Context: an optimization exercise on an open-source flow, tuned for small area. The choices shown serve that exercise and are no tape-out recipe.
At most, simulation tests tie the RTL to the original design; equivalence was not proved.
No functional check of the RTL was part of runs 2, 3, 6 and 7.
No run shown here takes its clock network from TritonCTS; it comes from the design's own scripts or RTL.
No driver is modelled on the clock port, so clock power and skew are understated where the tree is cut down; a real chip needs a root buffer or a tree.
Power figures rest on the tool's default switching activity, not on a simulated workload.

--- design/flow/config.mk ---
export PLATFORM = sky130hd
export DESIGN_NAME = ir_encoder
export DESIGN_NICKNAME = ir_encoder
export VERILOG_FILES = /design/flow/design.v
export SDC_FILE = /design/flow/constraint.sdc
export NUM_CORES = 4
export LEC_CHECK = 0
export CAP_MARGIN = 20
export CORE_MARGIN = 2
export CORE_UTILIZATION = 40
export PLACE_DENSITY = 0.6
export SLEW_MARGIN = 20
export SYNTH_HIERARCHICAL = 1
--- design/flow/constraint.sdc ---
create_clock -name core_clock -period 40.0 [get_ports {clk}]
set_input_delay 8.0000 -clock core_clock [delete_from_list [all_inputs] [get_ports {clk}]]
set_output_delay 8.0000 -clock core_clock [all_outputs]
set_load 0.01 [all_outputs]
--- design/flow/design.v ---
module ir_encoder (
    input wire rst,         
    input wire clk,         
    input wire [31:0] cmd,  
    input wire valid,       
    output wire ready,      
    output reg ir_output    
);
localparam [8:0] CC_X = 9'd37;
localparam [8:0] CC_K = 9'h1f6;    
localparam [8:0] CC_R = 9'd75;     
reg  [8:0] cc;
reg        car;
wire       cc_end = ((cc ^ CC_X) & CC_K) == 9'd0;
always @(posedge clk or posedge rst) begin
    if (rst) begin
        cc  <= CC_R;
        car <= 1'b0;
    end else begin
        cc  <= {cc[7:0], cc[8] ^ cc[3] ^ cc_end};
        car <= car ^ cc_end;
    end
end
localparam [16:0] M_P  = 17'h15555;   
localparam [16:0] M_S0 = 17'd69568;
localparam [16:0] E_START = 17'd92158, K_START = 17'h1bfff;  
localparam [16:0] E_SHORT = 17'd5462,  K_SHORT = 17'h1db1e;  
localparam [16:0] E_LONG  = 17'd99312, K_LONG  = 17'h1dbbf;  
localparam [16:0] E_GAP   = 17'd50310, K_GAP   = 17'h1ddef;  
reg  [16:0] mq;
wire [16:0] m = mq ^ M_P;
reg        mod, st, gap;
assign ready = st & gap;
reg [32:0] q;                    
wire last  = ~|q[32:1];          
wire bitv  = ~q[0];              
wire jdone = ~q[3] & q[2];       
wire t_start = ((m ^ E_START) & K_START) == 17'd0;
wire t_short = ((m ^ E_SHORT) & K_SHORT) == 17'd0;
wire t_long  = ((m ^ E_LONG)  & K_LONG)  == 17'd0;
wire t_gap   = ((m ^ E_GAP)   & K_GAP)   == 17'd0;
wire t  = (st & ~gap) ? t_start : gap ? t_gap : (mod | ~bitv) ? t_short : t_long;
wire sh = t & ~mod & ~st;        
wire        sa     = ~ready & sh;
wire        ho     = ~ready & ~sh;
wire [32:0] q_sh   = {gap & ~q[0], q[32:1]};
wire        nready = ~ready;
wire [32:0] q_nx;
genvar i;
generate
    for (i = 0; i < 32; i = i + 1) begin : g_r
        ir_encoder_rbit u_rbit (
            .nready(nready), .sa(sa), .ho(ho),
            .ld(cmd[i]),
            .sh_in(q_sh[i]), .hold_in(q[i]),
            .q_nx(q_nx[i])
        );
    end
endgenerate
assign q_nx[32] = ~nready | (sa & q_sh[32]) | (ho & q[32]);
wire        m_clr  = ready | t;
wire        m_nclr = ~m_clr;
wire [16:0] m_in   = {m[15:0], m[16] ^ m[2]} ^ M_P;    
wire [16:0] mq_nx;
generate
    for (i = 0; i < 17; i = i + 1) begin : g_m
        if (((M_S0 ^ M_P) >> i) & 1) begin : g_set
            ir_encoder_stage1 u_st (.nclr(m_nclr), .dn(~m_in[i]), .y(mq_nx[i]));
        end else begin : g_rst
            ir_encoder_stage0 u_st (.clr(m_clr), .dn(~m_in[i]), .y(mq_nx[i]));
        end
    end
endgenerate
always @(posedge clk or posedge rst) begin
    if (rst) begin
        st        <= 1'b1;
        gap       <= 1'b1;
        ir_output <= 1'b0;
    end else begin
        st        <= ready | (st & ~(t & ~mod)) | (gap & ~mod & t & jdone);
        gap       <= ready ? ~valid : (gap | (t & ~st & ~mod & last));
        ir_output <= mod & car;
    end
end
always @(posedge clk) begin
    mq  <= mq_nx;
    mod <= ready ? valid : (t ? (~mod & ~gap & (st | ~last)) : mod);
    q   <= q_nx;
end
endmodule
module ir_encoder_rbit (
    input  wire nready,
    input  wire sa,
    input  wire ho,
    input  wire ld,
    input  wire sh_in,
    input  wire hold_in,
    output wire q_nx
);
    assign q_nx = ~((nready | ld) & ~((sa & sh_in) | (ho & hold_in)));
endmodule
module ir_encoder_stage0 (
    input  wire clr,
    input  wire dn,
    output wire y
);
    assign y = ~(clr | dn);
endmodule
module ir_encoder_stage1 (
    input  wire nclr,
    input  wire dn,
    output wire y
);
    assign y = ~(nclr & dn);
endmodule
--- design/flow/flow/run.sh ---
#!/bin/bash
set -euo pipefail
here=$(pwd)
export PRE_FLOORPLAN_TCL="$here/flow/downsize.tcl"
export POST_CTS_TCL="$here/flow/post_cts.tcl"
export REMOVE_ABC_BUFFERS=1
export BUFFER_PORTS_ARGS="-buffer_cell sky130_fd_sc_hd__buf_1"
export CTS_ARGS="-sink_clustering_enable -repair_clock_nets -dont_use_dummy_load -buf_list {sky130_fd_sc_hd__clkbuf_2 sky130_fd_sc_hd__clkbuf_4} -root_buf sky130_fd_sc_hd__clkbuf_4"
bash standard.sh > standard.log 2>&1
--- design/flow/flow/downsize.tcl ---
# PRE_FLOORPLAN hook: give every combinational cell from synthesis the
# smallest-area drive strength of its type; repair_design later sizes up
# whatever then needs it. Registers keep their cell types.
set db [ord::get_db]
set block [ord::get_db_block]
set nswap 0
foreach inst [$block getInsts] {
  set master [$inst getMaster]
  set name [$master getName]
  if {![regexp {^(sky130_fd_sc_hd__[a-z0-9]+)_([0-9]+)$} $name -> base drive]} { continue }
  if {[regexp {__(df|edf|sdf|sedf|dl|conb|tap|fill|decap|diode)} $name]} { continue }
  set best $master
  set best_area [expr {[$master getWidth] * [$master getHeight]}]
  foreach d {0 1 2 3 4 6 8 12 16} {
    set cand [$db findMaster "${base}_$d"]
    if {$cand eq "NULL" || $cand eq ""} { continue }
    if {[lsearch -exact $::env(DONT_USE_CELLS) [$cand getName]] >= 0} { continue }
    set a [expr {[$cand getWidth] * [$cand getHeight]}]
    if {$a < $best_area} {
      # same pin names
      set ok 1
      foreach mt [$master getMTerms] { if {[$cand findMTerm [$mt getName]] eq "NULL"} { set ok 0 } }
      if {$ok} { set best $cand; set best_area $a }
    }
  }
  if {$best ne $master} {
    $inst swapMaster $best
    incr nswap
  }
}
puts "downsize.tcl: swapped $nswap cells to smaller drive strengths"
--- design/flow/flow/mytree.tcl ---
# Clock tree used in place of the one CTS builds: the register clock pins are split
# into K groups by recursive balanced cuts of their locations; each group gets a
# leaf buffer at its centroid, driven straight from the clock port when K <= 4,
# else from one root buffer. All leaves are at the same depth.
proc mytree_split {g k} {
  if {$k <= 1} { return [list $g] }
  set pts {}
  set xmin 1e18; set xmax -1e18; set ymin 1e18; set ymax -1e18
  foreach it $g {
    set b [[$it getInst] getBBox]
    set x [expr {([$b xMin]+[$b xMax])/2}]; set y [expr {([$b yMin]+[$b yMax])/2}]
    lappend pts [list $it $x $y]
    set xmin [expr {min($xmin,$x)}]; set xmax [expr {max($xmax,$x)}]
    set ymin [expr {min($ymin,$y)}]; set ymax [expr {max($ymax,$y)}]
  }
  set idx [expr {($xmax-$xmin) >= ($ymax-$ymin) ? 1 : 2}]
  set pts [lsort -real -index $idx $pts]
  set k1 [expr {$k / 2}]
  set h [expr {int(round(double([llength $pts]) * $k1 / $k))}]
  set a {}; set c {}
  for {set i 0} {$i < [llength $pts]} {incr i} { if {$i < $h} { lappend a [lindex $pts $i 0] } else { lappend c [lindex $pts $i 0] } }
  return [concat [mytree_split $a $k1] [mytree_split $c [expr {$k - $k1}]]]
}
# Replace the clock tree with K leaf buffers driven straight from the clock port.
# Sinks are split into K groups by recursive median cuts of their locations.
proc mytree_build {K bufname rootbuf} {
  set db [ord::get_db]
  set block [ord::get_db_block]
  set port_net [$block findNet clk]
  # collect all register clock pins reachable through existing clock buffers
  set sinks {}
  set bufs {}
  set todo [list $port_net]
  while {[llength $todo]} {
    set net [lindex $todo 0]; set todo [lrange $todo 1 end]
    foreach it [$net getITerms] {
      set inst [$it getInst]
      set mname [[$inst getMaster] getName]
      if {[$it isInputSignal] || [$it getIoType] eq "INPUT"} {
        if {[string match "*clkbuf*" $mname] || [string match "*clkinv*" $mname] || [string match "sky130_fd_sc_hd__buf_*" $mname]} {
          if {[lsearch -exact $bufs $inst] < 0} {
            lappend bufs $inst
            set out [$inst findITerm X]
            if {$out ne "NULL" && $out ne ""} { set on [$out getNet]; if {$on ne "NULL"} { lappend todo $on } }
          }
        } else {
          lappend sinks $it
        }
      }
    }
  }
  # remove old buffers and their output nets
  foreach inst $bufs {
    set out [$inst findITerm X]
    set on [$out getNet]
    foreach it [$inst getITerms] { $it disconnect }
    odb::dbInst_destroy $inst
    if {$on ne "NULL" && $on ne $port_net} { odb::dbNet_destroy $on }
  }
  foreach it $sinks { $it disconnect }
  set groups [mytree_split $sinks $K]
  set m [$db findMaster $bufname]
  set drv_net $port_net
  if {$K > 4} {
    set rm [$db findMaster $rootbuf]
    set rnet [odb::dbNet_create $block "clknet_root"]
    $rnet setSigType CLOCK
    set rinst [odb::dbInst_create $block $rm "clkbuf_root"]
    [$rinst findITerm A] connect $port_net
    [$rinst findITerm X] connect $rnet
    set sx 0; set sy 0
    foreach it $sinks { set b [[$it getInst] getBBox]; set sx [expr {$sx + ([$b xMin]+[$b xMax])/2}]; set sy [expr {$sy + ([$b yMin]+[$b yMax])/2}] }
    $rinst setLocation [expr {int($sx/[llength $sinks])}] [expr {int($sy/[llength $sinks])}]
    $rinst setPlacementStatus PLACED
    set drv_net $rnet
  }
  set k 0
  foreach g $groups {
    set sx 0; set sy 0
    foreach it $g { set b [[$it getInst] getBBox]; set sx [expr {$sx + ([$b xMin]+[$b xMax])/2}]; set sy [expr {$sy + ([$b yMin]+[$b yMax])/2}] }
    set n [llength $g]
    set net [odb::dbNet_create $block "clknet_leaf_$k"]
    $net setSigType CLOCK
    set inst [odb::dbInst_create $block $m "clkbuf_leaf_$k"]
    [$inst findITerm A] connect $drv_net
    [$inst findITerm X] connect $net
    foreach it $g { $it connect $net }
    $inst setLocation [expr {int($sx/$n)}] [expr {int($sy/$n)}]
    $inst setPlacementStatus PLACED
    incr k
  }
  puts "mytree: [llength $bufs] old buffers removed, [llength $sinks] sinks in $K groups of $bufname"
}
--- design/flow/flow/post_cts.tcl ---
# POST_CTS hook: rebuild the clock tree as one root buffer and six leaf buffers,
# then legalize the new buffers.
source [file join [file dirname [info script]] mytree.tcl]
mytree_build 6 sky130_fd_sc_hd__clkbuf_4 sky130_fd_sc_hd__clkbuf_2
detailed_placement
check_placement -verbose
estimate_parasitics -placement
report_clock_skew
--- design/flow/standard.sh ---
#!/bin/bash
# synth_recipe.tcl (not shown) runs the flow's synth.tcl, then flattens the netlist and writes it again
# the make line also repeats each setting of config.mk as NAME=value (left out here)
make -C /OpenROAD-flow-scripts/flow DESIGN_CONFIG=/design/flow/config.mk WORK_HOME=/design/flow/orfs CLKGATE_MAP_FILE= SYNTH_SCRIPT=/design/flow/synth_recipe.tcl "${@:-finish}"
==> results.cfg, run 1 <==
[status]
status = complete, no violations

[sta]
worst_pin_slew_ns = 0.6866
hold-worst-slack_ns = 0.3632
setup_viol = 0
finalCritPeriodShare = 0.2474
slew_headroom = 0.5406
fmax_mhz = 101.0
report.final.slew_viol_count = 0
period_needed_ns = 9.898
skew_ns = 0.01224
setup_tns_ns = 0
finalHoldViolCount = 0
rsz0062_at_grt = false

[hold_path]
holdPathStages = 0
min_from = cc[0]
worstHoldPathType = reg -> reg
min_to = cc[1]

[synthesis]
yosysWarnings = 7
synth.yosys.seq_area_share = 0.6113
yosys_register_bits = 64
synth_ff_type = dfxtp_1
ys_types = 32
syn_inst = 210
ys_chip_area_sq_um = 2231
synth_edf_count = 1
synth_area_leaders = dfxtp_1 45%, a22oi_1 11%, dfrtp_1 7.9%
async_reset_ff_frac = 0.2031
synth_top_area_frac = 0.4487
synth_area_leader_cell = dfxtp_1

[placement]
placed_cells = 319
placed_area_sq_um = 2464
place_congestion = 0.9140
dpl.hpwl_mm = 3.072
port_buffers = 36

[detailed_routing]
drt-vias-per-instance = 5.294
drt-initial-drc-count = 140
final_antenna_net_count = 0
routed-via-count = 1726
wl_per_cell_microns = 13.84
wl_mm = 4.512
firstDrtPassIters = 4
drc = 0

[cells_and_area]
final_cell_mix = 50 x dfxtp_1, 36 x buf_1, 32 x a22oi_1, 32 x o21ai_1, 19 x nor2_1
final_cell_area_sq_um = 2514
n_antenna_cell = 0
post_route_cells_drive_above_1_share = 0.06693
fin_cells = 326
final_common_cell = dfxtp_1
nNetsFinal = 291

[setup_path]
worst_path_max_delay_cell = dfstp_2
reg2reg_slack_ns = 37.59
cp_max_fo = 34
rr_endpoint = mq[4]
worstPathRequired_ns = 32.00
critical_path_arrival_ns = 1.90
critPathLaunch = gap
cp-end-kind = output pin
reg2reg_from = gap
cpPeakStageDelay_ns = 0.62
startpoint_type = flip-flop
crit_chain = nand2_2, inv_1, buf_1
rr_worst_depth = 5
criticalPathCategory = reg -> out

[grt]
antenna_found_initial = 0
grt_first_pass_wirelength_mm = 7.921
grt_start_max_net_pins = 35
grt_pass1_vias = 1702
gr-total-overflow = 0
grt.total_usage = 0.1577

[cts]
clkTransAtPathRegs_ns = 0.11
numClockSinks = 64
insertion_delay_ns = 0.43

[power]
power_per_cell_area_nw_per_um2 = 36.32
p_leak_nw = 0.9646
ir_drop_mv = 0.01610

[die]
boundaryPins = 37
core_area_sq_um = 5439
rows = 27
die_w_microns = 78.54
die_area_sq_um = 6168
die_h_microns = 78.54
initial_core_util = 0.4086

[run]
drv_cap = 0
-- state kept, by name, indices dropped and copies added, names as in the netlist --
register	count
mq	17
ir_output	1
st	1
mod	1
car	1
q	33
cc	9
gap	1
-- how the worst max path moves through the flow --
stage,endpoint,slack [ns]
finish,ready,30.10
global placement,ready,30.19
floorplan,ready,30.71
detailed placement,ready,30.58
global route,ready,29.94
-- critical path: cells and delay by family, from the launching register on --
family	cells	cell delay, ns
DFF	1	0.62
buffers and inverters	2	0.43
and+or+nand+nor	1	0.42
-- synth_stat cells (all sizes together) (2+ instances only) --
cell,count
inv,5
nor4,12
a22oi,32
nand4b,3
xnor2,2
dfstp,6
nor4bb,2
dfrtp,7
a21oi,3
or4,3
nand2,14
nand4,3
dfxtp,50
o21ai,32
nor2,20
-- metal layers --
| layer | vias up | share of wire | global-route usage |
|---|---|---|---|
| met5 | - | 0 | 0 |
| met4 | 0 | 0.021 | 0.05263 |
| met3 | 10 | 0.050 | 0.03678 |
| met2 | 41 | 0.44 | 0.2410 |
| met1 | 776 | 0.49 | 0.2195 |
| li1 | 899 | - | - |
-- modules after synthesis (local to each module, per instance) --
module / flops+latches / cells / times used / area [sq um]
ir_encoder: 64 / 129 / 1 / 1767
ir_encoder_stage0: 0 / 1 / 9 / 3.754
ir_encoder_stage1: 0 / 1 / 8 / 3.754
ir_encoder_rbit: 0 / 2 / 32 / 12.51
-- through the flow --
step,utilization,worst slack (ns),total power [mW]
global route,0.4622,29.94,0.09555
global placement,0.4525,30.19,0.06702
floorplan,-,30.71,0.06565
detailed placement,0.4530,30.58,0.06698
finish,0.4622,30.10,0.09129
-- final cells by class --
type                            instances  area (sq um)
Buffer                                  7         50.05
Fill cell                             541          2925
Tap cell                               72         90.09
Inverter                                5         18.77
Multi-Input combinational cell        140         840.8
Sequential cell                        64          1364
Timing Repair Buffer                   38         150.1
-- where the power goes --
part / total [mW] / internal [mW] / leakage (nW) / switching [mW]
registers: 0.0641 / 0.0641 / 0.583 / 0
logic: 0.00150 / 0.000743 / 0.350 / 0.000760
clock network: 0.0257 / 0.00761 / 0.0318 / 0.0181
-- kinds of logic (layout without fill, tap and decap cells) --
| family | after synthesis | after routing | synth area share |
|---|---|---|---|
| compound gates | 73 | 73 | 0.2114 |
| xor+xnor | 3 | 3 | 0.01178 |
| buf+inv | 6 | 50 | 0.01065 |
| flops | 64 | 64 | 0.6113 |
| simple gates | 64 | 64 | 0.1548 |
==> run 2, diff against run 1 <==
--- a/design/flow/design.v
+++ b/design/flow/design.v
@@ -39,9 +39,9 @@
 wire t_short = ((m ^ E_SHORT) & K_SHORT) == 17'd0;
 wire t_long  = ((m ^ E_LONG)  & K_LONG)  == 17'd0;
 wire t_gap   = ((m ^ E_GAP)   & K_GAP)   == 17'd0;
-wire t  = (st & ~gap) ? t_start : gap ? t_gap : (mod | ~bitv) ? t_short : t_long;
+wire t  = st ? t_start : gap ? t_gap : (mod | ~bitv) ? t_short : t_long;
 wire sh = t & ~mod & ~st;        
-wire        sa     = ~ready & sh;
+wire        sa     = sh;
 wire        ho     = ~ready & ~sh;
 wire [32:0] q_sh   = {gap & ~q[0], q[32:1]};
 wire        nready = ~ready;
@@ -77,7 +77,7 @@
         gap       <= 1'b1;
         ir_output <= 1'b0;
     end else begin
-        st        <= ready | (st & ~(t & ~mod)) | (gap & ~mod & t & jdone);
+        st        <= ready | (st & ~(t & ~mod)) | (gap & t & jdone);
         gap       <= ready ? ~valid : (gap | (t & ~st & ~mod & last));
         ir_output <= mod & car;
     end
==> run 2 against run 1 <==
Effect of this change: still clean on timing, DRC and antenna; synthesized cell count increased by 0.48%; sequential cell count unchanged; via count increased by 0.70%; critical path depth unchanged; die area increased by 0.64%; cell count increased by 0.31%; combinational power about the same; clock power about the same; worst hold slack got worse by 0.00068 ns; critical path type unchanged.
==> results.cfg, run 2 <==
[synthesis]
synth_xor_area_frac = 0.01166
ys_chip_area_sq_um = 2253
yosysWarnings = 7
yosys_register_bits = 64
async_reset_ff_frac = 0.2031
synth_top_area_frac = 0.4442
ys_types = 37
synth_area_leader_cell = dfxtp_1
synthSimpleGateAreaFrac = 0.1627
synth_area_leaders = dfxtp_1 44%, a22oi_1 11%, dfrtp_1 7.8%
synth_ff_type = dfxtp_1
synth_top_family_by_area = compound AO/OA/AOI/OAI gates
synth_mux_area_frac = 0
synth_common_cells = 50 x dfxtp_1, 33 x o21ai_1, 32 x a22oi_1
synthAdderAreaFrac = 0
synth-compound-area-share = 0.2138
yosysMostFrequentCell = dfxtp_1
syn_inst = 211
synth_edf_count = 1
synth.yosys.seq_area_share = 0.6052

[sta]
skew_ns = 0.01544
period_needed_ns = 9.962
finalHoldViolCount = 0
fin_ws_ns = 30.04
setup_viol = 0
slew_headroom = 0.5502
finalCritPeriodShare = 0.2490
fmax_mhz = 100.4
setup_tns_ns = 0
worst_pin_slew_ns = 0.6747
report.final.slew_viol_count = 0
rsz0062_at_grt = false

[cts]
numClockSinks = 64
clkTransAtPathRegs_ns = 0.12
insertion_delay_ns = 0.43

[die]
core_area_sq_um = 5439
boundaryPins = 37
rows = 27
die_area_sq_um = 6207
initial_core_util = 0.4113
die_w_microns = 78.79
die_h_microns = 78.79

[detailed_routing]
wl_mm = 4.591
firstDrtPassIters = 4
drt-initial-drc-count = 65
drt-vias-per-instance = 5.315
drc = 0
wl_per_cell_microns = 14.04
routed-via-count = 1738
final_antenna_net_count = 0

[power]
finalPower_uw = 91.11
power_per_cell_area_nw_per_um2 = 35.84
ir_drop_mv = 0.01834
p_sw_frac = 0.2053
p_switching_uw = 18.71
p_clk_frac = 0.280
p_leak_nw = 0.9681
p_comb_frac = 0.017
p_seq_frac = 0.703
intPower_uw = 72.40

[placement]
port_buffers = 36
post-place-ws_ns = 30.48
place_congestion = 0.7153
dpl.hpwl_mm = 3.201

[setup_path]
critPathLaunch = st
startpoint_type = flip-flop
critical_path_arrival_ns = 1.96
cp-end-kind = output pin
criticalPathCategory = reg -> out
worstPathRequired_ns = 32.00
reg2reg_from = mod
cp_max_fo = 35
rr_worst_depth = 6

[cells_and_area]
final_common_cell = dfxtp_1
n_antenna_cell = 0
largest-register = q
fin_util = 0.4674
post_route_cells_drive_above_1_share = 0.07059
fillers = 560
final_cell_mix = 50 x dfxtp_1, 36 x buf_1, 33 x o21ai_1, 32 x a22oi_1, 13 x nor2_1
nNetsFinal = 292
largest_reg_flops = 33
reg_top3 = q (33), mq (17), cc (9)

[grt]
gr-total-overflow = 0
grt.total_usage = 0.1538
grt_first_pass_wirelength_mm = 7.769
grt_start_max_net_pins = 36
antenna_found_initial = 0
grt_pass1_vias = 1670

[hold_path]
min_from = cc[0]
holdPathStages = 0
worstHoldPathType = reg -> reg

[status]
status = complete, no violations

[run]
drv_cap = 0
run 2: cell types whose count changed after synthesis, sizes merged, moves of 3 or more:
cell,before,now
nor4b,0,3
o21ai,32,36
nand2b,0,3
nor2,20,13
or4,3,0
run 2: through the flow:
stage / hold WS (ns) / instance area [sq um] / instances
final: 0.3626 / 2542 / 327
after detailed placement: 0.3470 / 2492 / 320
after floorplan: 0.3452 / 2233 / 210
after global placement: 0.3456 / 2490 / 320
after global routing: 0.3723 / 2542 / 327
run 2: layer usage:
| layer | vias to the layer above | global-route usage | wire length [microns] |
|---|---|---|---|
| met5 | - | 0 | 0 |
| met4 | 0 | 0.03509 | 53 |
| met3 | 5 | 0.03636 | 213 |
| met2 | 36 | 0.2299 | 1966 |
| met1 | 805 | 0.2255 | 2358 |
| li1 | 892 | - | - |
run 2: cells by family after synthesis:
group / count (synthesis)
and+or+nand+nor: 63
buffers and inverters: 4
DFF: 64
xor gates and xnor gates: 3
AOI/OAI and AO/OA: 77
run 2: area by class of cell:
class | count | area, sq um | area share
tap | 72 | 90.09 | 0.03543
buffer | 7 | 50.05 | 0.01969
timing repair buffer | 38 | 150.1 | 0.05906
inverter | 3 | 11.26 | 0.004429
multi-input combinational | 143 | 877.1 | 0.3450
sequential | 64 | 1364 | 0.5364
run 2: critical path, cell delays in order, from the launching register on:
cell and delay (ns):
dfstp_2 0.70, nand2_2 0.43, inv_1 0.23, buf_1 0.17
run 2: per-module statistics from Yosys (local to each module, per instance):
module	copies in the design	flip-flops and latches
ir_encoder	1	64
ir_encoder_rbit	32	0
ir_encoder_stage0	9	0
ir_encoder_stage1	8	0
run 2: power by group through the flow:
stage | registers, mW | clock network (mW) | logic [mW]
final | 0.0641 | 0.0255 | 0.00153
after global routing | 0.0641 | 0.0296 | 0.00173
after detailed placement | 0.0655 | 0 | 0.00156
after global placement | 0.0655 | 0 | 0.00159
after floorplan | 0.0655 | 0 | 0.000198
run 2: path summary, 6_finish.rpt:
path	endpoint	slack [ns]
min reg2reg	cc[1]	0.36
max	ready	30.04
min	cc[1]	0.36
min in group asynchronous	cc[2]	7.54
max reg2reg	mq[14]	37.71
max in group asynchronous	cc[1]	32.11
==> run 3, diff against run 2 <==
--- a/design/flow/design.v
+++ b/design/flow/design.v
@@ -29,8 +29,10 @@
 localparam [16:0] E_GAP   = 17'd50310, K_GAP   = 17'h1ddef;  
 reg  [16:0] mq;
 wire [16:0] m = mq ^ M_P;
-reg        mod, st, gap;
-assign ready = st & gap;
+reg        mod, nst, ngap;         
+wire       st  = ~nst;
+wire       gap = ~ngap;
+assign ready = ~(nst | ngap);
 reg [32:0] q;                    
 wire last  = ~|q[32:1];          
 wire bitv  = ~q[0];              
@@ -73,12 +75,12 @@
 endgenerate
 always @(posedge clk or posedge rst) begin
     if (rst) begin
-        st        <= 1'b1;
-        gap       <= 1'b1;
+        nst       <= 1'b0;
+        ngap      <= 1'b0;
         ir_output <= 1'b0;
     end else begin
-        st        <= ready | (st & ~(t & ~mod)) | (gap & t & jdone);
-        gap       <= ready ? ~valid : (gap | (t & ~st & ~mod & last));
+        nst       <= ~(ready | (st & ~(t & ~mod)) | (gap & t & jdone));
+        ngap      <= ~(ready ? ~valid : (gap | (t & ~st & ~mod & last)));
         ir_output <= mod & car;
     end
 end
==> run 3 against run 2 <==
Effect of this change: final area decreased by 1.1%; via count increased by 0.52%; global-route usage decreased by 0.27 points; sequential share of layout area increased by 0.51 points; die area decreased by 0.95%; sequential cell count unchanged; clock skew decreased by 0.0042 ns; sequential power increased by 39%; worst hold slack about the same; routed wire length decreased by 3.4%; clock power increased by 2%; critical path depth decreased by 1; critical path type unchanged; largest power group unchanged.
==> results.cfg, run 3 <==
[power]
p_clk_frac = 0.198
p_sw_frac = 0.2733
finalPower_uw = 130.6
p_comb_frac = 0.117
power_per_cell_area_nw_per_um2 = 51.94
ir_drop_mv = 0.02186
p_seq_frac = 0.685
intPower_uw = 94.88
p_switching_uw = 35.69
p_leak_nw = 0.9407

[synthesis]
ys_types = 36
synth_top_area_frac = 0.4507
synth_area_leaders = dfxtp_1 45%, a22oi_1 11%, dfrtp_1 10%
synth_edf_count = 1
synth.yosys.seq_area_share = 0.6130
yosys_register_bits = 64
synth_ff_type = dfxtp_1
async_reset_ff_frac = 0.2031
ys_chip_area_sq_um = 2221
avgSynthCellArea_sq_um = 10.75
synth_area_leader_cell = dfxtp_1
yosysMostFrequentCell = dfxtp_1
synth_common_cells = 50 x dfxtp_1, 32 x a22oi_1, 32 x o21ai_1
yosysWarnings = 7
syn_area_sq_um = 2215
syn_inst = 206

[sta]
period_needed_ns = 9.308
rsz0062_at_grt = false
finalCritPeriodShare = 0.2327
setup_tns_ns = 0
report.final.slew_viol_count = 0
worst_pin_slew_ns = 0.9969
setup_viol = 0
fmax_mhz = 107.4
slew_headroom = 0.3284
skew_ns = 0.01122
fin_ws_ns = 30.69
finalHoldViolCount = 0

[setup_path]
crit_chain = nor2_1, buf_1
worst_path_max_delay_cell = dfrtp_1
worstPathRequired_ns = 32.00
cp_max_fo = 7
startpoint_type = flip-flop
criticalPathCategory = reg -> out
rr_worst_depth = 8
cp-end-kind = output pin
critical_path_arrival_ns = 1.31
cpPeakStageDelay_ns = 0.45

[cells_and_area]
nNetsFinal = 288
largest_reg_flops = 33
final_cell_mix = 50 x dfxtp_1, 36 x buf_1, 32 x a22oi_1, 32 x o21ai_1, 13 x nor2_1
largest-register = q
final_common_cell = dfxtp_1
fillers = 562
post_route_cells_drive_above_1_share = 0.06375
fin_util = 0.4622
n_antenna_cell = 0
reg_top3 = q (33), mq (17), cc (9)
syn2layout_area_growth_pct = 13.50

[run]
drv_cap = 0

[detailed_routing]
wl_mm = 4.436
routed-via-count = 1747
firstDrtPassIters = 4
drt-initial-drc-count = 87
wl_per_cell_microns = 13.73
drc = 0
drt-vias-per-instance = 5.409
final_antenna_net_count = 0

[placement]
port_buffers = 36
dpl.hpwl_mm = 3.090
post-place-ws_ns = 31.16
place_congestion = 0.8153

[die]
initial_core_util = 0.4072
die_area_sq_um = 6148
die_w_microns = 78.41
rows = 27
core_area_sq_um = 5439
boundaryPins = 37
die_h_microns = 78.41

[hold_path]
holdPathStages = 0
worstHoldPathType = reg -> reg

[grt]
grt_pass1_vias = 1631
antenna_found_initial = 0
gr-total-overflow = 0
grt_first_pass_wirelength_mm = 7.569
grt_start_max_net_pins = 33
grt.total_usage = 0.1511

[cts]
numClockSinks = 64
insertion_delay_ns = 0.44
clkTransAtPathRegs_ns = 0.11

[status]
status = complete, no violations
run 3: cell types whose count changed after synthesis, moves of 2 or more:
cell / change
nand3b_1: -2
nand2b_1: -2
nand2_1: -2
dfrtp_1: +2
or2_1: -2
or3_1: -2
dfstp_2: -2
run 3: cell type report:
type | instances | area (sq um) | area share
inverters | 4 | 15.01 | 0.005973
well taps | 72 | 90.09 | 0.03584
flip-flops and latches | 64 | 1361 | 0.5416
plain buffers | 7 | 50.05 | 0.01991
repair buffers | 38 | 150.1 | 0.05973
multi-input cells | 138 | 847.1 | 0.3370
run 3: through the flow:
step           cells  area, sq um  hold WS [ns]
2_1_floorplan    206         2215        0.3452
3_3_place_gp     316         2464        0.3460
3_5_place_dp     316         2464        0.3476
5_1_grt          323         2514        0.3679
6_report         323         2514        0.3627
run 3: worst max-delay path, delay by kind of cell, from the launching register on:
family,cells,cell delay [ns]
simple gates,1,0.24
flops,1,0.45
buf+inv,1,0.18
run 3: power groups by stage:
stage	sequential, mW	clock [mW]	combinational, mW
finish	0.0894	0.0259	0.0153
global route	0.0916	0.0298	0.0178
detailed placement	0.0907	0	0.0155
global placement	0.0909	0	0.0149
floorplan	0.0872	0	0.0125
run 3: logic make-up after synthesis:
kind of cell,count (synthesis),share of synthesized area
simple gates,58,0.1510
flops,64,0.6130
compound gates,77,0.2175
xor+xnor,3,0.01183
buf+inv,4,0.006759
run 3: final timing paths:
path                            startpoint     to  slack, ns
worst max-delay path                   nst  ready      30.69
worst min-delay path                 cc[0]  cc[1]       0.36
worst max register to register       mq[2]   q[4]      37.17
worst min register to register       cc[0]  cc[1]       0.36
max in group asynchronous              rst  cc[6]      32.13
min in group asynchronous              rst  cc[2]       7.52
run 3: per-layer routing:
layer | wire length, microns | track usage
met2 | 2067 | 0.2440
met4 | 42 | 0.03158
met3 | 248 | 0.03448
met5 | 0 | 0
met1 | 2078 | 0.2090
run 3: modules after synthesis, one instance, submodules excluded:
module             copies in the design  flops+latches
ir_encoder_rbit                      32              0
ir_encoder                            1             64
ir_encoder_stage1                     8              0
ir_encoder_stage0                     9              0
==> run 4, diff against run 3 <==
--- a/design/flow/design.v
+++ b/design/flow/design.v
@@ -29,10 +29,8 @@
 localparam [16:0] E_GAP   = 17'd50310, K_GAP   = 17'h1ddef;  
 reg  [16:0] mq;
 wire [16:0] m = mq ^ M_P;
-reg        mod, nst, ngap;         
-wire       st  = ~nst;
-wire       gap = ~ngap;
-assign ready = ~(nst | ngap);
+reg        mod, st, gap;
+assign ready = st & gap;
 reg [32:0] q;                    
 wire last  = ~|q[32:1];          
 wire bitv  = ~q[0];              
@@ -41,9 +39,9 @@
 wire t_short = ((m ^ E_SHORT) & K_SHORT) == 17'd0;
 wire t_long  = ((m ^ E_LONG)  & K_LONG)  == 17'd0;
 wire t_gap   = ((m ^ E_GAP)   & K_GAP)   == 17'd0;
-wire t  = st ? t_start : gap ? t_gap : (mod | ~bitv) ? t_short : t_long;
+wire t  = (st & ~gap) ? t_start : gap ? t_gap : (mod | ~bitv) ? t_short : t_long;
 wire sh = t & ~mod & ~st;        
-wire        sa     = sh;
+wire        sa     = ~ready & sh;
 wire        ho     = ~ready & ~sh;
 wire [32:0] q_sh   = {gap & ~q[0], q[32:1]};
 wire        nready = ~ready;
@@ -75,12 +73,12 @@
 endgenerate
 always @(posedge clk or posedge rst) begin
     if (rst) begin
-        nst       <= 1'b0;
-        ngap      <= 1'b0;
+        st        <= 1'b1;
+        gap       <= 1'b1;
         ir_output <= 1'b0;
     end else begin
-        nst       <= ~(ready | (st & ~(t & ~mod)) | (gap & t & jdone));
-        ngap      <= ~(ready ? ~valid : (gap | (t & ~st & ~mod & last)));
+        st        <= ready | (st & ~(t & ~mod)) | (gap & ~mod & t & jdone);
+        gap       <= ready ? ~valid : (gap | (t & ~st & ~mod & last));
         ir_output <= mod & car;
     end
 end
==> design/flow/flow/post_cts.tcl (replaced) <==
# POST_CTS hook: rebuild the clock tree as one root buffer and five leaf buffers,
# then legalize the new buffers.
source [file join [file dirname [info script]] mytree.tcl]
mytree_build 5 sky130_fd_sc_hd__clkbuf_4 sky130_fd_sc_hd__clkbuf_2
detailed_placement
check_placement -verbose
estimate_parasitics -placement
report_clock_skew
--- a/design/flow/config.mk
+++ b/design/flow/config.mk
@@ -7,7 +7,7 @@
 export LEC_CHECK = 0
 export CAP_MARGIN = 20
 export CORE_MARGIN = 2
-export CORE_UTILIZATION = 40
-export PLACE_DENSITY = 0.6
+export CORE_UTILIZATION = 60
+export PLACE_DENSITY = 0.85
 export SLEW_MARGIN = 20
 export SYNTH_HIERARCHICAL = 1
==> run 4 against run 3 <==
Effect of this change: critical path depth increased by 1; sequential share of layout area increased by 0.76 points; total power decreased by 31%; still clean; highest routed layer unchanged; die area decreased by 32%; sequential cell count unchanged; routed wire length increased by 4.2%; worst setup slack got worse by 0.58 ns; largest power group unchanged; utilization increased by 23 points; maximum frequency decreased by 5.8%; global-route usage increased by 9.3 points.
==> results.cfg, run 4 <==
[power]
p_leak_nw = 0.9635
p_comb_frac = 0.017
p_clk_frac = 0.269
ir_drop_mv = 0.02316
p_switching_uw = 18.47
finalPower_uw = 89.77
p_seq_frac = 0.714
power_per_cell_area_nw_per_um2 = 36.14
p_sw_frac = 0.2058
intPower_uw = 71.30

[cells_and_area]
n_antenna_cell = 0
fillers = 293
final_common_cell = dfxtp_1
post_route_cells_drive_above_1_share = 0.06324
fin_cells = 301
nNetsFinal = 290
multi_input_area_sq_um = 840.8
largest-register = q
final_cell_area_sq_um = 2484
reg_top3 = q (33), mq (17), cc (9)
final_cell_mix = 50 x dfxtp_1, 36 x buf_1, 32 x a22oi_1, 32 x o21ai_1, 19 x nor2_1
regArea_sq_um = 1364
largest_reg_flops = 33

[setup_path]
critical_path_arrival_ns = 1.89
worst_path_max_delay_cell = dfstp_2
cpPeakStageDelay_ns = 0.62
worstPathRequired_ns = 32.00
startpoint_type = flip-flop
criticalPathCategory = reg -> out
cp-end-kind = output pin
reg2reg_slack_ns = 37.60
crit_chain = nand2_2, inv_1, buf_1
cp_max_fo = 34

[synthesis]
synth.yosys.seq_area_share = 0.6113
yosys_register_bits = 64
ys_types = 32
yosysWarnings = 7
synth_top_area_frac = 0.4487
synth_area_leaders = dfxtp_1 45%, a22oi_1 11%, dfrtp_1 7.9%
ys_chip_area_sq_um = 2231
synth_area_leader_cell = dfxtp_1
yosysMostFrequentCell = dfxtp_1
synth_common_cells = 50 x dfxtp_1, 32 x a22oi_1, 32 x o21ai_1
async_reset_ff_frac = 0.2031
syn_inst = 210
synth_ff_type = dfxtp_1
synth_edf_count = 1

[sta]
finalCritPeriodShare = 0.2471
skew_ns = 0.004568
period_needed_ns = 9.885
report.final.slew_viol_count = 0
fin_ws_ns = 30.11
setup_tns_ns = 0
finalHoldViolCount = 0
worst_pin_slew_ns = 0.6459
setup_viol = 0
slew_headroom = 0.5679
fmax_mhz = 101.2
rsz0062_at_grt = false

[placement]
dpl.hpwl_mm = 3.261
port_buffers = 36
placed_cells = 295
placed_area_sq_um = 2439
place_congestion = 0.8863
post-place-ws_ns = 30.25

[detailed_routing]
routed-via-count = 1826
drt-vias-per-instance = 6.066
firstDrtPassIters = 5
dr.max_layer_used = met4
met2_wirelength_mm = 2.217
drt-initial-drc-count = 105
wl_per_cell_microns = 15.35
wl_met3_microns = 269
wl_met1_mm = 1.956
wl_mm = 4.621
final_antenna_net_count = 0
drc = 0

[grt]
grt.total_usage = 0.2441
antenna_found_initial = 0
gr-total-overflow = 0
grt_first_pass_wirelength_mm = 8.100
grt_start_max_net_pins = 35
grt_pass1_vias = 1807

[run]
drv_cap = 0

[die]
rows = 22
initial_core_util = 0.6162
die_area_sq_um = 4206
boundaryPins = 37
die_w_microns = 64.86
die_h_microns = 64.86
core_area_sq_um = 3606

[status]
status = complete, no violations

[cts]
clkTransAtPathRegs_ns = 0.12
numClockSinks = 64
insertion_delay_ns = 0.44

[hold_path]
worstHoldPathType = reg -> reg
==> run 4: metal layers <==
layer,vias to the layer above,GRT usage
li1,898,-
met1,840,0.3117
met2,67,0.3956
met3,21,0.04514
met4,0,0.1250
met5,-,0
==> run 4: worst max-delay path: cells and delay by family, from the launching register on <==
family,cells,cell delay (ns)
simple gates,1,0.39
flops,1,0.62
buf+inv,2,0.42
==> run 4: kinds of logic (layout without fill, tap and decap cells) <==
kind of cell | after synthesis | after routing | share of synthesized area
AOI/OAI and AO/OA | 73 | 73 | 0.2114
buffers and inverters | 6 | 49 | 0.01065
DFF | 64 | 64 | 0.6113
xor gates and xnor gates | 3 | 3 | 0.01178
and+or+nand+nor | 64 | 64 | 0.1548
==> run 4: power by group through the flow <==
stage / clock network, mW / registers (mW) / logic (mW)
6_report: 0.0242 / 0.0641 / 0.00152
5_1_grt: 0.0270 / 0.0641 / 0.00171
2_1_floorplan: 0 / 0.0655 / 0.000196
3_3_place_gp: 0 / 0.0655 / 0.00149
3_5_place_dp: 0 / 0.0655 / 0.00152
==> run 4: worst paths after layout <==
check,start,cells after the start,to
min reg2reg,cc[0],0,cc[1]
min in group asynchronous,rst,2,cc[4]
max,gap,3,ready
max reg2reg,st,6,mq[9]
min,cc[0],0,cc[1]
max in group asynchronous,rst,2,gap
==> run 4: area by class of cell <==
cell class              count  share of cell area
flip-flops and latches     64              0.5491
multi-input cells         140              0.3385
repair buffers             38             0.06348
well taps                  48             0.02418
plain buffers               6             0.01713
inverters                   5            0.007557
==> run 4: per-module statistics from Yosys, one instance, submodules excluded <==
module | cells inside | cell area (sq um) | times used | flops+latches
ir_encoder | 129 | 1767 | 1 | 64
ir_encoder_rbit | 2 | 12.51 | 32 | 0
ir_encoder_stage0 | 1 | 3.754 | 9 | 0
ir_encoder_stage1 | 1 | 3.754 | 8 | 0
==> run 4: through the flow <==
stage	hold slack [ns]	util
3_3_place_gp	0.3463	0.6721
6_report	0.3675	0.6888
2_1_floorplan	0.3452	-
3_5_place_dp	0.3487	0.6763
5_1_grt	0.3738	0.6888
==> run 5, diff against run 4 <==
--- a/design/flow/design.v
+++ b/design/flow/design.v
@@ -41,23 +41,24 @@
 wire t_gap   = ((m ^ E_GAP)   & K_GAP)   == 17'd0;
 wire t  = (st & ~gap) ? t_start : gap ? t_gap : (mod | ~bitv) ? t_short : t_long;
 wire sh = t & ~mod & ~st;        
-wire        sa     = ~ready & sh;
-wire        ho     = ~ready & ~sh;
+wire [1:0]  sa, ho, nready;
 wire [32:0] q_sh   = {gap & ~q[0], q[32:1]};
-wire        nready = ~ready;
 wire [32:0] q_nx;
 genvar i;
 generate
+    for (i = 0; i < 2; i = i + 1) begin : g_sel
+        ir_encoder_sel u_sel (.ready(ready), .sh(sh), .sa(sa[i]), .ho(ho[i]), .nready(nready[i]));
+    end
     for (i = 0; i < 32; i = i + 1) begin : g_r
         ir_encoder_rbit u_rbit (
-            .nready(nready), .sa(sa), .ho(ho),
+            .nready(nready[i / 16]), .sa(sa[i / 16]), .ho(ho[i / 16]),
             .ld(cmd[i]),
             .sh_in(q_sh[i]), .hold_in(q[i]),
             .q_nx(q_nx[i])
         );
     end
 endgenerate
-assign q_nx[32] = ~nready | (sa & q_sh[32]) | (ho & q[32]);
+assign q_nx[32] = ready | (sa[1] & q_sh[32]) | (ho[1] & q[32]);
 wire        m_clr  = ready | t;
 wire        m_nclr = ~m_clr;
 wire [16:0] m_in   = {m[15:0], m[16] ^ m[2]} ^ M_P;    
@@ -113,3 +114,14 @@
 );
     assign y = ~(nclr & dn);
 endmodule
+module ir_encoder_sel (
+    input  wire ready,
+    input  wire sh,
+    output wire sa,
+    output wire ho,
+    output wire nready
+);
+    assign sa     = ~ready & sh;
+    assign ho     = ~ready & ~sh;
+    assign nready = ~ready;
+endmodule
==> design/flow/flow/post_cts.tcl (replaced) <==
# POST_CTS hook: rebuild the clock tree as one root buffer and six leaf buffers,
# then legalize the new buffers.
source [file join [file dirname [info script]] mytree.tcl]
mytree_build 6 sky130_fd_sc_hd__clkbuf_4 sky130_fd_sc_hd__clkbuf_2
detailed_placement
check_placement -verbose
estimate_parasitics -placement
report_clock_skew
--- a/design/flow/config.mk
+++ b/design/flow/config.mk
@@ -7,7 +7,7 @@
 export LEC_CHECK = 0
 export CAP_MARGIN = 20
 export CORE_MARGIN = 2
-export CORE_UTILIZATION = 60
-export PLACE_DENSITY = 0.85
+export CORE_UTILIZATION = 40
+export PLACE_DENSITY = 0.6
 export SLEW_MARGIN = 20
 export SYNTH_HIERARCHICAL = 1
==> run 5 against run 4 <==
Effect of this change: first-iteration DRC count shrank 18%; total power increased by 1.8%; final area is 1.2% higher; die area increased by 48%; sequential cell count unchanged; utilization fell by 23 points; maximum frequency is 3.6% higher; register-to-register slack worse by 0.69 ns; combinational power down 3%; cell count increased by 10%; critical path depth is the same.
==> results.cfg, run 5 <==
[cells_and_area]
final_cell_area_sq_um = 2512
n_antenna_cell = 0
multi_input_area_sq_um = 858.3
post_route_cells_drive_above_1_share = 0.05792
final_cell_mix = 50 x dfxtp_1, 36 x buf_1, 33 x o21ai_1, 32 x a22oi_1, 20 x nand2_1
nNetsFinal = 296
regArea_sq_um = 1364
largest-register = q
fillers = 563
final_common_cell = dfxtp_1
largest_reg_flops = 33
reg_top3 = q (33), mq (17), cc (9)
fin_cells = 331

[grt]
grt_pass1_vias = 1630
grt_first_pass_wirelength_mm = 7.879
antenna_found_initial = 0
gr-total-overflow = 0
grt.total_usage = 0.1575
grt_start_max_net_pins = 18

[sta]
report.final.slew_viol_count = 0
period_needed_ns = 9.542
fmax_mhz = 104.8
rsz0062_at_grt = false
slew_headroom = 0.2811
finalCritPeriodShare = 0.2385
worst_pin_slew_ns = 1.076
setup_viol = 0
finalHoldViolCount = 0
setup_tns_ns = 0
skew_ns = 0.01473

[power]
p_sw_frac = 0.2080
intPower_uw = 72.41
ir_drop_mv = 0.02135
p_comb_frac = 0.016
p_clk_frac = 0.283
p_switching_uw = 19.02
p_leak_nw = 0.9494
p_seq_frac = 0.701
power_per_cell_area_nw_per_um2 = 36.39

[detailed_routing]
routed-via-count = 1750
final_antenna_net_count = 0
drt-initial-drc-count = 86
wl_per_cell_microns = 13.72
drt-vias-per-instance = 5.287
firstDrtPassIters = 4
drc = 0
wl_mm = 4.541

[setup_path]
rr_worst_depth = 9
reg2reg_slack_ns = 36.91
critical_path_arrival_ns = 1.54
criticalPathCategory = reg -> out
rr_endpoint = q[32]
startpoint_type = flip-flop
worstPathRequired_ns = 32.00
cp-end-kind = output pin
cp_max_fo = 8
reg2reg_from = mq[15]

[placement]
placed_cells = 324
placed_area_sq_um = 2460
place_congestion = 0.7941
dpl.hpwl_mm = 3.170
port_buffers = 36

[cts]
clkTransAtPathRegs_ns = 0.11
numClockSinks = 64
insertion_delay_ns = 0.43

[run]
drv_cap = 0

[synthesis]
syn_inst = 217
yosysWarnings = 7

[hold_path]
min_to = cc[1]
min_from = cc[0]
worstHoldPathType = reg -> reg
holdPathStages = 0

[die]
rows = 27
die_w_microns = 78.81
initial_core_util = 0.4115
core_area_sq_um = 5439
boundaryPins = 37
die_h_microns = 78.81
die_area_sq_um = 6210

[status]
status = complete, no violations
run 5: changes by cell type in the layout (fill, tap and decap cells not counted), moves of 2 or more:
cell,previous run,this run
nor3_1,1,3
nand2_1,13,20
nand2b_1,0,2
o21ai_0,0,2
nand4b_1,3,1
or4_1,3,0
nor2_1,19,16
nor2b_1,0,3
run 5: power groups by stage:
stage	clock network (mW)	logic (mW)	registers, mW
final	0.0259	0.00147	0.0641
after global routing	0.0303	0.00172	0.0641
after detailed placement	0	0.00151	0.0655
after global placement	0	0.00151	0.0655
after floorplan	0	0.000197	0.0655
run 5: layout make-up:
| cell class | instances | share of cell area |
|---|---|---|
| multi-input cells | 148 | 0.3416 |
| well taps | 72 | 0.03586 |
| inverters | 4 | 0.005976 |
| flip-flops and latches | 64 | 0.5428 |
| repair buffers | 36 | 0.05379 |
| plain buffers | 7 | 0.01992 |
run 5: layer usage:
layer	vias to the layer above	routed length, microns	global-route usage
met3	4	287	0.03977
li1	900	-	-
met1	803	2155	0.2179
met5	-	0	0
met4	0	46	0.03158
met2	43	2052	0.2513
run 5: how the worst max path moves through the flow:
| stage | startpoint | cells after the start | endpoint | slack, ns |
|---|---|---|---|---|
| final | st | 3 | ready | 30.46 |
| after global routing | st | 3 | ready | 30.30 |
| after detailed placement | st | 3 | ready | 30.94 |
| after global placement | st | 3 | ready | 30.96 |
| after floorplan | st | 2 | ready | 31.17 |
run 5: metrics by stage:
step / setup slack [ns] / hold slack, ns / power [mW] / util
floorplan: 31.17 / 0.3452 / 0.06565 / -
detailed placement: 30.94 / 0.3478 / 0.06696 / 0.4523
global route: 30.30 / 0.3775 / 0.09611 / 0.4619
global placement: 30.96 / 0.3459 / 0.06696 / 0.4523
finish: 30.46 / 0.3654 / 0.09142 / 0.4619
run 5: worst max-delay path, stage by stage, from the launching register on:
cell     delay [ns]
dfstp_2        0.62
nand2_1        0.10
inv_1          0.21
buf_1          0.19
==> run 6, diff against run 5 <==
--- a/design/flow/design.v
+++ b/design/flow/design.v
@@ -32,9 +32,9 @@
 reg        mod, st, gap;
 assign ready = st & gap;
 reg [32:0] q;                    
-wire last  = ~|q[32:1];          
-wire bitv  = ~q[0];              
-wire jdone = ~q[3] & q[2];       
+wire last  = &q[32:1];           
+wire bitv  = ~q[0] & ~last;
+wire jdone = q[3] & ~q[2];       
 wire t_start = ((m ^ E_START) & K_START) == 17'd0;
 wire t_short = ((m ^ E_SHORT) & K_SHORT) == 17'd0;
 wire t_long  = ((m ^ E_LONG)  & K_LONG)  == 17'd0;
@@ -42,7 +42,7 @@
 wire t  = (st & ~gap) ? t_start : gap ? t_gap : (mod | ~bitv) ? t_short : t_long;
 wire sh = t & ~mod & ~st;        
 wire [1:0]  sa, ho, nready;
-wire [32:0] q_sh   = {gap & ~q[0], q[32:1]};
+wire [32:0] q_sh   = {~(gap & q[0]), q[32:1]};
 wire [32:0] q_nx;
 genvar i;
 generate
@@ -58,7 +58,7 @@
         );
     end
 endgenerate
-assign q_nx[32] = ready | (sa[1] & q_sh[32]) | (ho[1] & q[32]);
+assign q_nx[32] = (sa[1] & q_sh[32]) | (ho[1] & q[32]);
 wire        m_clr  = ready | t;
 wire        m_nclr = ~m_clr;
 wire [16:0] m_in   = {m[15:0], m[16] ^ m[2]} ^ M_P;    
==> run 6 against run 5 <==
Effect of this change: still clean on timing, DRC and antenna; sequential power about the same; worst setup slack better by 0.011 ns; routed wire length is 4.5% lower; critical endpoint unchanged.
==> results.cfg, run 6 <==
[cells_and_area]
largest-register = q
reg_top3 = q (33), mq (17), cc (9)
post_route_cells_drive_above_1_share = 0.07115
fin_util = 0.4626
final_common_cell = dfxtp_1
fillers = 553
n_antenna_cell = 0
largest_reg_flops = 33
fin_cells = 325
nNetsFinal = 290
final_cell_mix = 50 x dfxtp_1, 36 x buf_1, 32 x a22oi_1, 32 x o21ai_1, 15 x nor2_1

[sta]
setup_viol = 0
finalHoldViolCount = 0
rsz0062_at_grt = false
fin_ws_ns = 30.47
slew_headroom = 0.2611
period_needed_ns = 9.531
fmax_mhz = 104.9
hold-worst-slack_ns = 0.3732
worst_pin_slew_ns = 1.106
setup_tns_ns = 0
report.final.slew_viol_count = 0
skew_ns = 0.01445
finalCritPeriodShare = 0.2383

[power]
p_leak_nw = 1.017
power_per_cell_area_nw_per_um2 = 35.69
ir_drop_mv = 0.02117

[setup_path]
critical_path_arrival_ns = 1.53
cp_max_fo = 10
startpoint_type = flip-flop
criticalPathCategory = reg -> out
worstPathRequired_ns = 32.00
cp-end-kind = output pin

[placement]
post-place-ws_ns = 30.94
dpl.hpwl_mm = 3.101
placed_cells = 318
port_buffers = 36
place_congestion = 0.7699

[grt]
grt_start_max_net_pins = 18
gr-total-overflow = 0
grt_pass1_vias = 1651
grt.total_usage = 0.1447
antenna_found_initial = 0
grt_first_pass_wirelength_mm = 7.396

[cts]
numClockSinks = 64
clkTransAtPathRegs_ns = 0.10
insertion_delay_ns = 0.43

[detailed_routing]
routed-via-count = 1727
wl_per_cell_microns = 13.34
drt-vias-per-instance = 5.314
drc = 0
wl_mm = 4.337
final_antenna_net_count = 0
firstDrtPassIters = 4
drt-initial-drc-count = 76

[synthesis]
syn_inst = 211
yosysWarnings = 7

[status]
status = complete, no violations

[hold_path]
worstHoldPathType = reg -> reg

[die]
initial_core_util = 0.4126
rows = 27
die_area_sq_um = 6300
boundaryPins = 37
die_h_microns = 79.37
core_area_sq_um = 5507
die_w_microns = 79.37

[run]
drv_cap = 0
[run 6: worst paths after layout]
path,start,endpoint,slack (ns),cells past startpoint
max reg2reg,q[3],q[23],36.30,8
min reg2reg,cc[0],cc[1],0.37,0
max in group asynchronous,rst,cc[6],32.10,2
max,gap,ready,30.47,2
min,cc[0],cc[1],0.37,0
min in group asynchronous,rst,cc[4],7.54,2
[run 6: metal layers]
layer | wire length (microns) | vias up | track usage | share of wire
li1 | - | 894 | - | -
met1 | 2146 | 792 | 0.2054 | 0.49
met2 | 1900 | 35 | 0.2229 | 0.44
met3 | 217 | 6 | 0.03394 | 0.050
met4 | 72 | 0 | 0.03793 | 0.017
met5 | 0 | - | 0 | 0
[run 6: worst max-delay path, stage by stage, from the launching register on]
cell     delay, ns
dfstp_2       0.62
and2_1        0.29
buf_1         0.19
[run 6: cell type report]
class | instances | area [sq um] | area share
Multi-Input combinational cell | 142 | 892.1 | 0.3502
Sequential cell | 64 | 1364 | 0.5354
Tap cell | 72 | 90.09 | 0.03536
Timing Repair Buffer | 37 | 140.1 | 0.05501
Buffer | 7 | 50.05 | 0.01965
Inverter | 3 | 11.26 | 0.004420
[run 6: where the power goes]
group | leakage [nW] | total, mW | internal (mW) | switching (mW)
clock | 0.0318 | 0.0254 | 0.00759 | 0.0178
combinational | 0.403 | 0.00149 | 0.000742 | 0.000744
sequential | 0.582 | 0.0641 | 0.0641 | 0
total | 1.02 | 0.0909 | 0.0724 | 0.0185
[run 6: stage by stage]
step                      cell area, sq um  total power [mW]
final                                 2547           0.09092
after global routing                  2547           0.09577
after detailed placement              2495           0.06695
after global placement                2490           0.06696
after floorplan                       2265           0.06565
==> run 7, diff against run 6 <==
--- a/design/flow/design.v
+++ b/design/flow/design.v
@@ -23,26 +23,25 @@
 end
 localparam [16:0] M_P  = 17'h15555;   
 localparam [16:0] M_S0 = 17'd69568;
+localparam [16:0] M_S0G = 17'd44573;                         
 localparam [16:0] E_START = 17'd92158, K_START = 17'h1bfff;  
 localparam [16:0] E_SHORT = 17'd5462,  K_SHORT = 17'h1db1e;  
 localparam [16:0] E_LONG  = 17'd99312, K_LONG  = 17'h1dbbf;  
-localparam [16:0] E_GAP   = 17'd50310, K_GAP   = 17'h1ddef;  
 reg  [16:0] mq;
 wire [16:0] m = mq ^ M_P;
 reg        mod, st, gap;
 assign ready = st & gap;
 reg [32:0] q;                    
-wire last  = &q[32:1];           
-wire bitv  = ~q[0] & ~last;
-wire jdone = q[3] & ~q[2];       
+wire last  = ~|q[32:1];          
+wire bitv  = ~q[0];              
+wire jdone = ~q[17] & q[16];     
 wire t_start = ((m ^ E_START) & K_START) == 17'd0;
 wire t_short = ((m ^ E_SHORT) & K_SHORT) == 17'd0;
 wire t_long  = ((m ^ E_LONG)  & K_LONG)  == 17'd0;
-wire t_gap   = ((m ^ E_GAP)   & K_GAP)   == 17'd0;
-wire t  = (st & ~gap) ? t_start : gap ? t_gap : (mod | ~bitv) ? t_short : t_long;
+wire t  = (st | gap) ? t_start : (mod | ~bitv) ? t_short : t_long;
 wire sh = t & ~mod & ~st;        
 wire [1:0]  sa, ho, nready;
-wire [32:0] q_sh   = {~(gap & q[0]), q[32:1]};
+wire [32:0] q_sh   = {gap & ~q[0], q[32:1]};
 wire [32:0] q_nx;
 genvar i;
 generate
@@ -58,14 +57,21 @@
         );
     end
 endgenerate
-assign q_nx[32] = (sa[1] & q_sh[32]) | (ho[1] & q[32]);
+assign q_nx[32] = ready | (sa[1] & q_sh[32]) | (ho[1] & q[32]);
 wire        m_clr  = ready | t;
 wire        m_nclr = ~m_clr;
+wire        g_nx   = ~st & (gap | (~mod & last));       
+wire        kg_g   = ~(m_clr & g_nx);                    
+wire        kg_ng  = ~(m_clr & ~g_nx);                   
 wire [16:0] m_in   = {m[15:0], m[16] ^ m[2]} ^ M_P;    
 wire [16:0] mq_nx;
 generate
     for (i = 0; i < 17; i = i + 1) begin : g_m
-        if (((M_S0 ^ M_P) >> i) & 1) begin : g_set
+        if ((((M_S0 ^ M_S0G) >> i) & 1) && (((M_S0G ^ M_P) >> i) & 1)) begin : g_g
+            ir_encoder_stagev u_st (.clr(m_clr), .dn(~m_in[i]), .kg(kg_g), .y(mq_nx[i]));
+        end else if (((M_S0 ^ M_S0G) >> i) & 1) begin : g_ng
+            ir_encoder_stagev u_st (.clr(m_clr), .dn(~m_in[i]), .kg(kg_ng), .y(mq_nx[i]));
+        end else if (((M_S0 ^ M_P) >> i) & 1) begin : g_set
             ir_encoder_stage1 u_st (.nclr(m_nclr), .dn(~m_in[i]), .y(mq_nx[i]));
         end else begin : g_rst
             ir_encoder_stage0 u_st (.clr(m_clr), .dn(~m_in[i]), .y(mq_nx[i]));
@@ -125,3 +131,11 @@
     assign ho     = ~ready & ~sh;
     assign nready = ~ready;
 endmodule
+module ir_encoder_stagev (
+    input  wire clr,
+    input  wire dn,
+    input  wire kg,
+    output wire y
+);
+    assign y = ~((clr | dn) & kg);
+endmodule
==> run 7 against run 6 <==
Effect of this change: worst setup slack lost 0.28 ns; register-to-register slack improved by 0.98 ns; routed wire length increased by 11%; die area is 1.3% higher; critical path depth up 1; maximum frequency is 2.9% lower; sequential power about the same; critical endpoint unchanged.
==> results.cfg, run 7 <==
[setup_path]
worst_path_max_delay_cell = dfstp_2
path_buf_inv = 2
crit_chain = inv_2, nor2_1, buf_1
cp_max_fo = 11
cp-end-kind = output pin
startpoint_type = flip-flop
critical_path_arrival_ns = 1.81
criticalPathCategory = reg -> out
reg2reg_slack_ns = 37.28
rr_endpoint = q[2]
cpLargestDelayFamily = flip-flops
rr_worst_depth = 7
worstPathRequired_ns = 32.00
cpPeakStageDelay_ns = 0.66
worst-path-stages = 3
reg2reg_from = mq[4]

[cts]
numClockSinks = 64
clkTransAtPathRegs_ns = 0.11
insertion_delay_ns = 0.46

[synthesis]
synth_common_cells = 50 x dfxtp_1, 44 x o21ai_1, 32 x a22oi_1
synth_area_leader_cell = dfxtp_1
ys_chip_area_sq_um = 2315
synth_area_leaders = dfxtp_1 43%, a22oi_1 10%, o21ai_1 9.5%
syn_inst = 220
synth_top_area_frac = 0.4324
ys_types = 42
synth.yosys.seq_area_share = 0.5892
yosysWarnings = 7
yosysMostFrequentCell = dfxtp_1
async_reset_ff_frac = 0.2031
synth_edf_count = 1
synth_ff_type = dfxtp_1
yosys_register_bits = 64

[die]
initial_core_util = 0.4155
die_area_sq_um = 6378
die_w_microns = 79.87
rows = 27
die_h_microns = 79.87
boundaryPins = 37
core_area_sq_um = 5540

[sta]
slew_headroom = 0.2974
rsz0062_at_grt = false
worst_pin_slew_ns = 1.052
finalHoldViolCount = 0
period_needed_ns = 9.815
skew_ns = 0.01248
report.final.slew_viol_count = 0
setup_viol = 0
setup_tns_ns = 0
fmax_mhz = 101.9
finalCritPeriodShare = 0.2454

[detailed_routing]
firstDrtPassIters = 4
drt-initial-drc-count = 97
wl_mm = 4.815
routed-via-count = 1836
drt-vias-per-instance = 5.514
final_antenna_net_count = 0
wl_per_cell_microns = 14.46
drc = 0

[hold_path]
worstHoldPathType = reg -> reg
holdPathStages = 1
min_to = mq[14]
min_from = mq[13]

[placement]
place_congestion = 0.8239
port_buffers = 36
placed_cells = 326
dpl.hpwl_mm = 3.315

[grt]
grt_start_max_net_pins = 18
gr-total-overflow = 0
antenna_found_initial = 0
grt.total_usage = 0.1581
grt_first_pass_wirelength_mm = 8.052
grt_pass1_vias = 1711

[cells_and_area]
reg_top3 = q (33), mq (17), cc (9)
final_common_cell = dfxtp_1
nNetsFinal = 298
largest_reg_flops = 33
post_route_cells_drive_above_1_share = 0.06130
n_antenna_cell = 0
final_cell_mix = 50 x dfxtp_1, 44 x o21ai_1, 36 x buf_1, 32 x a22oi_1, 13 x nor2_1
largest-register = q
fin_cells = 333

[power]
power_per_cell_area_nw_per_um2 = 35.55
p_leak_nw = 0.9515
ir_drop_mv = 0.01780

[run]
drv_cap = 0

[status]
status = complete, no violations
==> run 7: metal layers <==
layer,track usage,share of wire,vias up
met4,0.05085,0.030,0
met1,0.2241,0.48,850
met5,0,0,-
li1,-,-,929
met3,0.02602,0.049,11
met2,0.2462,0.44,46
==> run 7: how the worst max path moves through the flow <==
stage	startpoint	to	slack, ns
finish	st	ready	30.19
global route	gap	ready	30.07
detailed placement	st	ready	30.74
global placement	st	ready	30.75
floorplan	st	ready	30.96
==> run 7: area by class of cell <==
| class | count | area [sq um] |
|---|---|---|
| Multi-Input combinational cell | 148 | 913.4 |
| Timing Repair Buffer | 36 | 135.1 |
| Tap cell | 72 | 90.09 |
| Sequential cell | 64 | 1364 |
| Inverter | 6 | 22.52 |
| Buffer | 7 | 50.05 |
| Fill cell | 588 | 2965 |
==> run 7: cell families after synthesis <==
| logic type | count (synthesis) | share of synthesized area |
|---|---|---|
| simple gates | 53 | 0.1308 |
| xor+xnor | 3 | 0.01135 |
| buf+inv | 8 | 0.01351 |
| compound gates | 92 | 0.2551 |
| flops | 64 | 0.5892 |
==> run 7: where the power goes <==
part           switching, mW  leakage [nW]  internal (mW)  total [mW]
sequential                 0         0.582         0.0641      0.0641
combinational       0.000727         0.338       0.000744     0.00147
clock                 0.0184        0.0318        0.00758      0.0260
total                 0.0192         0.951         0.0724      0.0915
==> run 7: modules after synthesis, one instance, submodules excluded <==
module,copies in the design,flops+latches
ir_encoder_stagev,10,0
ir_encoder_stage0,3,0
ir_encoder_rbit,32,0
ir_encoder,1,64
ir_encoder_stage1,4,0
ir_encoder_sel,2,0
==> run 7: metrics by stage <==
step	area, sq um	setup WS [ns]	hold slack [ns]	util	power, mW
finish	2575	30.19	0.3734	0.4648	0.09154
global route	2575	30.07	0.3703	0.4648	0.09526
detailed placement	2520	30.74	0.3482	0.4548	0.06696
global placement	2520	30.75	0.3467	0.4548	0.06696
floorplan	2295	30.96	0.3452	-	0.06565

afterwards: timing with drivers on the ports:
The results above use ideal ports. As a check the final layouts listed here were re-extracted and re-timed, cells and wires unchanged.
Step 1 assumes that a clkbuf_16 drives the clock port and a buf_2 every other input.
Step 2 adds t to the input delays and takes it off the output delays; t is the mean of the earliest and latest rising clock arrival at the registers after step 1. Input paths then give back, and output paths get back, about the clock's delay inside the block.
Three values: ideal ports, drivers, drivers and shift; two values: the first two.
| run | t (ns) | setup WS [ns] | worst register clock-pin slew, ns | worst slew at a driven data input, ns | pins driven straight from the clock port |
|---|---|---|---|---|---|
| run 1 | 0.445 | 30.102 / 30.078 / 30.522 | 0.11 / 0.11 | 0.04 | 1 |
| run 2 | 0.447 | 30.038 / 30.013 / 30.460 | 0.12 / 0.12 | 0.03 | 1 |
| run 3 | 0.461 | 30.692 / 30.666 / 31.127 | 0.11 / 0.11 | 0.03 | 1 |
| run 4 | 0.465 | 30.115 / 30.089 / 30.554 | 0.12 / 0.12 | 0.03 | 1 |
| run 5 | 0.450 | 30.458 / 30.433 / 30.882 | 0.11 / 0.11 | 0.04 | 1 |
| run 6 | 0.452 | 30.469 / 30.444 / 30.896 | 0.11 / 0.11 | 0.03 | 1 |
| run 7 | 0.474 | 30.185 / 30.161 / 30.634 | 0.11 / 0.11 | 0.04 | 1 |
After both steps every run listed still meets setup and hold.
